This design comes from an exercise in tuning for small area, a short achievable clock period and few clock cycles per item on the open sky130 flow, not from production work.
At most, simulation tests tie the RTL to the original design; equivalence was not proved.
Function not checked in run 2: the RTL went through the layout flow alone.

## flow/design.v (module list and top-level ports; edited modules follow where they fit)
// module lms_core: 4371 lines
// module lms_gp: 11 lines
// module lms_g: 8 lines
// module lms_fa: 10 lines
module lms_core #(
    parameter WIDTH = 16,
    parameter FRAC  = 8
)(
    input wire clk,
    input wire rst,
    input wire start,
    input wire signed [WIDTH-1:0] x_in,
    input wire signed [WIDTH-1:0] d_in,
    output wire signed [WIDTH-1:0] y_out,
    output wire signed [WIDTH-1:0] e_out,
    output reg done
);
  // ...
==> flow/run.sh <==
#!/bin/bash
# synth_recipe.tcl (not shown) runs the flow's synth.tcl, then flattens the netlist and writes it again
# the make line also repeats each setting of config.mk as NAME=value (left out here)
make -C /OpenROAD-flow-scripts/flow DESIGN_CONFIG=/design/flow/config.mk WORK_HOME=/design/flow/orfs CLKGATE_MAP_FILE= SYNTH_SCRIPT=/design/flow/synth_recipe.tcl finish
==> flow/config.mk <==
export PLATFORM = sky130hd
export DESIGN_NAME = lms_core
export DESIGN_NICKNAME = lms_core
export VERILOG_FILES = /design/flow/design.v
export SDC_FILE = /design/flow/constraint.sdc
export NUM_CORES = 4
export LEC_CHECK = 0
export CAP_MARGIN = 20
export CORE_MARGIN = 2
export CORE_UTILIZATION = 40
export SETUP_SLACK_MARGIN = 3.0
export SLEW_MARGIN = 20
export SYNTH_HIERARCHICAL = 1
export SYNTH_MINIMUM_KEEP_SIZE = 0
==> flow/constraint.sdc <==
create_clock -name core_clock -period 8.0 [get_ports {clk}]
set_input_delay 1.6000 -clock core_clock [delete_from_list [all_inputs] [get_ports {clk}]]
set_output_delay 1.6000 -clock core_clock [all_outputs]
set_load 0.01 [all_outputs]
==> run notes, run 1 <==
The logs give 90 for the post-CTS setup-driven buffer insertion count and 0.07420 ns for the clock skew after layout. The critical path in this run is classified as register to register.

TritonCTS built the clock tree. Max-cap violations in this run came to 0. The flow ran to the end and the layout has no timing, DRC or antenna violations. The tools report the largest net degree at the start of global routing as 152. The run gives 0 as the count of final max-slew check failures.

The count of multi-input combinational gates is 4,429, and the routed length on met3 is 17,690 µm. Detailed routing placed a total of 80,020 µm of wire on met2. Of all flip-flops after synthesis, the portion carrying an async set or reset was 0%. After synthesis, the largest area contributor takes up 21.19% of total cell area. Signal routing reaches up to met4. The hold path depth works out to 1.

Including well taps, the total number of placed cells is 7,017. The logs give 3,656 for the starting DRC count in detailed routing and 40,205 for the via count of the first global-routing pass. The leading cell type in the layout, fill and taps excluded is sky130_fd_sc_hd__xnor2_1. The final setup TNS is 0 ns. Ranked by total cell area, the synthesized netlist is headed by sky130_fd_sc_hd__fa_1 (21%), sky130_fd_sc_hd__dfxtp_1 (16%), sky130_fd_sc_hd__xnor2_1 (12%). Summing all multi-input logic gate instances after layout gives 0.04492 mm². For the first-pass GRT wire length, the log shows 269,700 µm. By count the netlist is led by sky130_fd_sc_hd__xnor2_1 (766), sky130_fd_sc_hd__mux2i_1 (667), sky130_fd_sc_hd__fa_1 (577).

The worst hold path terminates at done. The netlist area before placement is 0.05452 mm². The tools report the post-route non-filler standard cell count as 7,306.
Testbench counts, summed over its fixed seeds: cycles 6,144, items 2,048.
==> inputs of run 2 (changes only) <==
--- a/flow/design.v
+++ b/flow/design.v
@@ -13,16 +13,17 @@
     output reg done
 );
     reg [15:0] x0, x1, x2, x3, x4, x5, x6, x7;    
     reg [15:0] u0, u1, u2, u3, v0, v1, v2, v3;    
     reg ph1, ph2;                                 
     reg [24:0] acc_a, acc_b;                      
     reg [7:1] sc_r;                               
     wire [7:1] sc_w;
+    reg [15:0] d_r;
     reg [15:0] w_r;                               
     reg [16:0] h_r;                               
     reg [16:0] q_r;                               
     wire [15:0] w_sum;
     wire [16:0] h_sum, q_sum;
     reg eq1_0;
     reg ng1_0;
     reg eq1_1;
@@ -2825,47 +2826,47 @@
     wire xas1687 = xax1584 ^ xag1662;
     wire xas1688 = xax1585 ^ xag1663;
     wire xas1689 = xax1586 ^ xag1664;
     wire xas1690 = xax1587 ^ xag1665;
     wire xas1691 = xax1588 ^ xag1666;
     wire xas1692 = xax1589 ^ xag1667;
     wire xas1693 = xax1590 ^ xag1668;
     assign h_sum = {xas1693, xas1692, xas1691, xas1690, xas1689, xas1688, xas1687, xas1686, xas1685, xas1684, xas1683, xas1682, xas1681, xas1680, xas1679, xas1678, xas1677};
-    wire q_s1694 = 1'b1 ^ d_in[1];
-    wire q_c1694 = 1'b1 & d_in[1];
-    wire q_s1695 = d_in[2] ^ ~h_sum[3];
-    wire q_c1695 = d_in[2] & ~h_sum[3];
-    wire q_s1696 = d_in[3] ^ ~h_sum[4];
-    wire q_c1696 = d_in[3] & ~h_sum[4];
-    wire q_s1697 = d_in[4] ^ ~h_sum[5];
-    wire q_c1697 = d_in[4] & ~h_sum[5];
-    wire q_s1698 = d_in[5] ^ ~h_sum[6];
-    wire q_c1698 = d_in[5] & ~h_sum[6];
-    wire q_s1699 = d_in[6] ^ ~h_sum[7];
-    wire q_c1699 = d_in[6] & ~h_sum[7];
-    wire q_s1700 = d_in[7] ^ ~h_sum[8];
-    wire q_c1700 = d_in[7] & ~h_sum[8];
-    wire q_s1701 = d_in[8] ^ ~h_sum[9];
-    wire q_c1701 = d_in[8] & ~h_sum[9];
-    wire q_s1702 = d_in[9] ^ ~h_sum[10];
-    wire q_c1702 = d_in[9] & ~h_sum[10];
-    wire q_s1703 = d_in[10] ^ ~h_sum[11];
-    wire q_c1703 = d_in[10] & ~h_sum[11];
-    wire q_s1704 = d_in[11] ^ ~h_sum[12];
-    wire q_c1704 = d_in[11] & ~h_sum[12];
-    wire q_s1705 = d_in[12] ^ ~h_sum[13];
-    wire q_c1705 = d_in[12] & ~h_sum[13];
-    wire q_s1706 = d_in[13] ^ ~h_sum[14];
-    wire q_c1706 = d_in[13] & ~h_sum[14];
-    wire q_s1707 = d_in[14] ^ ~h_sum[15];
-    wire q_c1707 = d_in[14] & ~h_sum[15];
-    wire q_s1708 = d_in[15] ^ ~h_sum[16];
-    wire q_c1708 = d_in[15] & ~h_sum[16];
-    wire [16:0] qra = {q_c1707, q_c1706, q_c1705, q_c1704, q_c1703, q_c1702, q_c1701, q_c1700, q_c1699, q_c1698, q_c1697, q_c1696, q_c1695, q_c1694, q_s1694, d_in[0], ~h_sum[0]};
+    wire q_s1694 = 1'b1 ^ d_r[1];
+    wire q_c1694 = 1'b1 & d_r[1];
+    wire q_s1695 = d_r[2] ^ ~h_sum[3];
+    wire q_c1695 = d_r[2] & ~h_sum[3];
+    wire q_s1696 = d_r[3] ^ ~h_sum[4];
+    wire q_c1696 = d_r[3] & ~h_sum[4];
+    wire q_s1697 = d_r[4] ^ ~h_sum[5];
+    wire q_c1697 = d_r[4] & ~h_sum[5];
+    wire q_s1698 = d_r[5] ^ ~h_sum[6];
+    wire q_c1698 = d_r[5] & ~h_sum[6];
+    wire q_s1699 = d_r[6] ^ ~h_sum[7];
+    wire q_c1699 = d_r[6] & ~h_sum[7];
+    wire q_s1700 = d_r[7] ^ ~h_sum[8];
+    wire q_c1700 = d_r[7] & ~h_sum[8];
+    wire q_s1701 = d_r[8] ^ ~h_sum[9];
+    wire q_c1701 = d_r[8] & ~h_sum[9];
+    wire q_s1702 = d_r[9] ^ ~h_sum[10];
+    wire q_c1702 = d_r[9] & ~h_sum[10];
+    wire q_s1703 = d_r[10] ^ ~h_sum[11];
+    wire q_c1703 = d_r[10] & ~h_sum[11];
+    wire q_s1704 = d_r[11] ^ ~h_sum[12];
+    wire q_c1704 = d_r[11] & ~h_sum[12];
+    wire q_s1705 = d_r[12] ^ ~h_sum[13];
+    wire q_c1705 = d_r[12] & ~h_sum[13];
+    wire q_s1706 = d_r[13] ^ ~h_sum[14];
+    wire q_c1706 = d_r[13] & ~h_sum[14];
+    wire q_s1707 = d_r[14] ^ ~h_sum[15];
+    wire q_c1707 = d_r[14] & ~h_sum[15];
+    wire q_s1708 = d_r[15] ^ ~h_sum[16];
+    wire q_c1708 = d_r[15] & ~h_sum[16];
+    wire [16:0] qra = {q_c1707, q_c1706, q_c1705, q_c1704, q_c1703, q_c1702, q_c1701, q_c1700, q_c1699, q_c1698, q_c1697, q_c1696, q_c1695, q_c1694, q_s1694, d_r[0], ~h_sum[0]};
     wire [16:0] qrb = {q_s1708, q_s1707, q_s1706, q_s1705, q_s1704, q_s1703, q_s1702, q_s1701, q_s1700, q_s1699, q_s1698, q_s1697, q_s1696, q_s1695, ~h_sum[2], ~h_sum[1], 1'b0};
     wire qax1709 = qra[0] ^ qrb[0];
     wire qax1710 = qra[1] ^ qrb[1];
     wire qax1711 = qra[2] ^ qrb[2];
     wire qax1712 = qra[3] ^ qrb[3];
     wire qax1713 = qra[4] ^ qrb[4];
     wire qax1714 = qra[5] ^ qrb[5];
     wire qax1715 = qra[6] ^ qrb[6];
@@ -4269,16 +4270,17 @@
                 x7 <= x6; x6 <= x5; x5 <= x4; x4 <= x3;
                 x3 <= x2; x2 <= x1; x1 <= x0; x0 <= x_in;
             end
             u0 <= u0n; u1 <= u1n; u2 <= u2n; u3 <= u3n;
             v0 <= v0n; v1 <= v1n; v2 <= v2n; v3 <= v3n;
         end
     end
     always @(posedge clk) begin
+        if (start) d_r <= d_in;
         acc_a <= treea;
         acc_b <= treeb;
         w_r <= w_sum;
         sc_r <= sc_w;
         h_r <= h_sum;
         q_r <= q_sum;
         eq1_0 <= ph1 ? eqB1_0 : eqA1_0;
         ng1_0 <= ph1 ? ngB1_0 : ngA1_0;
==> flow/config.mk (replaced) <==
export PLATFORM = sky130hd
export DESIGN_NAME = lms_core
export DESIGN_NICKNAME = lms_core
export VERILOG_FILES = /design/flow/design.v
export SDC_FILE = /design/flow/constraint.sdc
export NUM_CORES = 4
export LEC_CHECK = 0
export CAP_MARGIN = 20
export CORE_MARGIN = 2
export CORE_UTILIZATION = 55
export CTS_BUF_LIST = sky130_fd_sc_hd__clkbuf_4 sky130_fd_sc_hd__clkbuf_8
export SETUP_SLACK_MARGIN = 2.75
export SLEW_MARGIN = 20
export SYNTH_HIERARCHICAL = 1
export SYNTH_MINIMUM_KEEP_SIZE = 0
export TNS_END_PERCENT = 10
==> run notes, run 2 <==
The hold violation count in the final report came out at 0. The initial utilization of the core area, before any placement, comes to 55.19%. At the pin with the least slew margin, the transition time is 0.9599 ns. The number of H-tree branching levels is 3, and the final wirelength is 180,400 µm. After detailed routing, the number of vias per cell comes to 5.748. The library cells used most frequently in the layout, excluding fill and tap cells, are sky130_fd_sc_hd__xnor2_1 (741), sky130_fd_sc_hd__mux2i_1 (655), sky130_fd_sc_hd__fa_1 (566). Relative to the synthesized area, the layout overhead comes to 9.078%. During I/O placement, the number of pins put on the boundary was 68.

The final period demand of the worst path was 5.411 ns; the first-pass GRT wire length was 263,300 µm (-2.4%). The net count of the finished layout is 6,501. The logs give 0.1026 mm² for the area of the die and 7 for the number of antenna violations at the first check in global routing. The library cell used most frequently in the layout, excluding fill and tap cells, is sky130_fd_sc_hd__xnor2_1. In the synthesized netlist the dominant register cell turns out to be sky130_fd_sc_hd__dfxtp_1. For the count of clock tree sinks, the log shows 462. The routed layout has 38,899 vias.

The logs give 0 (unchanged) for the count of maximum capacitance violations and 2.59 ns for the reg2reg setup slack. Port buffering added 67 buffers. The largest net degree at the start of global routing was 107 (-30%). In the routed design, unresolved DRC markers number 0. The flip-flop count of the largest register after layout came out at 25. The worst setup path is launched from a register.

Ranked by flip-flop count, first place goes to acc_a. Headroom to the max-slew limit came out at 36.00%. Clock tree synthesis inserted a total of 90 buffers. Of all cell types, the one taking the most synthesized area is sky130_fd_sc_hd__fa_1. Setup repair after global routing could not meet its margin everywhere. In this run the critical register-to-register path is launched from ng4_2. TritonCTS built the clock tree.

The top cell type's share of synthesized area was 20.99% (-0.20 points); the remaining global-route overflow was 0. The tools report the detailed-router iteration count before antenna repair as 6. Most numerous cell in the Yosys netlist: sky130_fd_sc_hd__xnor2_1.

Global routing used 35.05% of the available tracks across all layers. Data on the critical path is required at its endpoint by 8.62 ns. The post-route non-filler standard cell count is 6,767 (-7.4%). Sorting the synthesized cells by area gives the leading types as sky130_fd_sc_hd__fa_1 (21%), sky130_fd_sc_hd__dfxtp_1 (16%), sky130_fd_sc_hd__mux2i_1 (12%). By count the netlist is led by sky130_fd_sc_hd__xnor2_1 (757), sky130_fd_sc_hd__mux2i_1 (667), sky130_fd_sc_hd__fa_1 (577). The number of cells after detailed placement is 6,523 (-7.0%), and the placed wire-length estimate is 144,100 µm. The clock transition at the registers of the reported paths is 0.06 ns, and the number of setup violations in the final report is 0. The global placer's final weighted congestion was 0.9446.

Measured along the y axis, the die boundary spans 320.3 µm. The clock latency on the worst-skew pair was 0.77 ns. The class of the worst hold path was register to register. The worst setup path is of the register to register kind.

For the count of final max-slew check failures, the log shows 0 (unchanged). The die width is 320.3 µm, and the synthesized netlist cell count is 5,492. In this run the worst setup path begins at ng4_2. In this run the deepest clock path goes through 3 buffers. The flow ran to the end and the layout has no timing, DRC or antenna violations.

The root buffer cell is sky130_fd_sc_hd__clkbuf_8. The worst setup path is captured at a register. The synthesized design contains 16 enable-type register cells.

The logs give 66 for the number of distinct standard cells referenced by the synthesized netlist and 6.03 ns for the data arrival time of the critical path. The run gives 60.20% as the utilization after layout. The largest fanout on the critical path is 16.

The maximum clock frequency came out at 184.8 MHz. The logs give 0.03806 ns (-0.03614 ns) for the clock skew after layout and 0.09971 mm² for the area of the core. In the finished design, the share of the clock period the worst path needs comes to 67.64%. After clock tree synthesis, the flow added hold-fix buffers numbering 0. The final setup TNS was 0 ns (unchanged).

During synthesis, Yosys emitted a total of 7 warnings. The run gives 8,636 as the filler cell count. The largest registers in the layout are acc_a x25, acc_b x24. The fraction of registers with async set or reset after synthesis works out to 0% (unchanged).

The startpoint of the tightest hold check path was ph2. The synthesized area divided by synthesized cell count was 10.02 µm²; the count of state elements after synthesis was 462. The starting DRC count in detailed routing is 3,046 (-17%). The total number of placement rows is 116, and the routed wirelength normalized by instance count is 26.65 µm. The via count of the first global-routing pass is 39,661 (-1.4%). Once detail routing completed, the nets flagged for antenna violations numbered 0.

Netlist area before placement: 0.05503 mm² (+0.94%). The sequential cell area fraction in the yosys report was 17.10%; the ratio of cells with drive above 1 in the final layout was 11.27%.
==> run 2: changes by cell type after synthesis, sizes merged, moves of 4 or more <==
cell,previous run,this run
xor2,139,145
xnor2,766,757
edfxtp,0,16
nor3,25,21
nand3,1,6
nor2,365,359
==> run 2: worst max-delay path, cell delays in order (launching register included) <==
cell	delay (ns)
sky130_fd_sc_hd__dfxtp_2	0.90
sky130_fd_sc_hd__xnor2_1	0.25
sky130_fd_sc_hd__fa_1	0.55
sky130_fd_sc_hd__fa_1	0.60
sky130_fd_sc_hd__fa_1	0.52
sky130_fd_sc_hd__fa_1	0.59
sky130_fd_sc_hd__fa_1	0.45
sky130_fd_sc_hd__fa_1	0.41
sky130_fd_sc_hd__fa_1	0.51
sky130_fd_sc_hd__fa_1	0.41
==> run 2: final cells by class <==
| type | count | area, µm² | area share [%] |
|---|---|---|---|
| Multi-Input combinational cell | 4417 | 43770 | 72.92 |
| Sequential cell | 462 | 9593 | 15.98 |
| Inverter | 232 | 913.4 | 1.522 |
| Tap cell | 1298 | 1624 | 2.705 |
| Timing Repair inverter | 1 | 8.758 | 0.01459 |
| Clock buffer | 136 | 1765 | 2.941 |
| Antenna cell | 4 | 10.01 | 0.01667 |
| Clock inverter | 30 | 424.2 | 0.7066 |
| Timing Repair Buffer | 187 | 1917 | 3.193 |
==> run 2: logic make-up after synthesis <==
kind of cell	synth area share, %
other	0.01365
AND/OR/NAND/NOR	10.00
flip-flops	17.10
XOR/XNOR	14.37
AO/OA/AOI/OAI	8.910
adder cells (fa/ha/maj)	32.31
buffers and inverters	4.486
multiplexers	12.81
==> run 2: final timing paths <==
check	end	depth (start not counted)
max	acc_b[12]	9
max reg2reg	acc_b[12]	9
min reg2reg	done	1
min	done	1
==> run 2: repair_timing <==
| item | CTS | global route |
|---|---|---|
| pin swaps | 5 | 30 |
| setup endpoints to repair | 138 | 56 |
| gates resized for setup | 98 | 147 |
| buffers inserted | 12 | 56 |
| gates cloned | 4 | 2 |
==> run 2: layer usage <==
layer / vias to the layer above / part of all wire [%] / GRT usage, %
li1: 17807 / - / -
met1: 19340 / 44 / 47.60
met2: 1364 / 45 / 55.37
met3: 386 / 7.7 / 7.476
met4: 2 / 4.0 / 12.14
met5: - / 0.011 / 0
==> run 2: through the flow <==
step | setup slack (ns) | hold WS, ns | cell area, µm²
floorplan | 2.717 | 0.4138 | 55050
global placement | 1.784 | 0.4168 | 56170
detailed placement | 1.743 | 0.4273 | 56170
CTS | 2.534 | 0.4411 | 58940
global route | 2.540 | 0.4720 | 60030
finish | 2.589 | 0.4387 | 60030
==> run 2: per-module statistics from Yosys, one instance, submodules excluded <==
module / cells inside / cell area (µm²) / flip-flops and latches
lms_gp: 2 / 13.76 / 0
lms_core: 4134 / 38300 / 462
lms_g: 1 / 7.507 / 0
lms_fa: 1 / 20.02 / 0

-- afterwards: timing with drivers on the ports --
How much do the figures lean on ideal ports? The routed layouts below were timed once more, with nothing changed but the port constraints.
Step 1 assumes that a clkbuf_16 drives the clock port and a buf_2 every other input.
Step 2 also shifts input and output timing later by t, the mid clock arrival at the registers, as if the neighbouring blocks saw the same clock.
a / b / c = ideal ports / drivers / drivers and shift; a / b = the first two.
run | t (ns) | setup WS [ns] | clock arrival spread, ns | worst slew at a driven data input, ns
run 1 | 0.746 | 2.589 / 2.589 / 2.589 | 0.074 / 0.074 | 0.09
run 2 | 0.824 | 2.589 / 2.589 / 2.589 | 0.039 / 0.039 | 0.13
After both steps setup and hold are still met in every run listed.
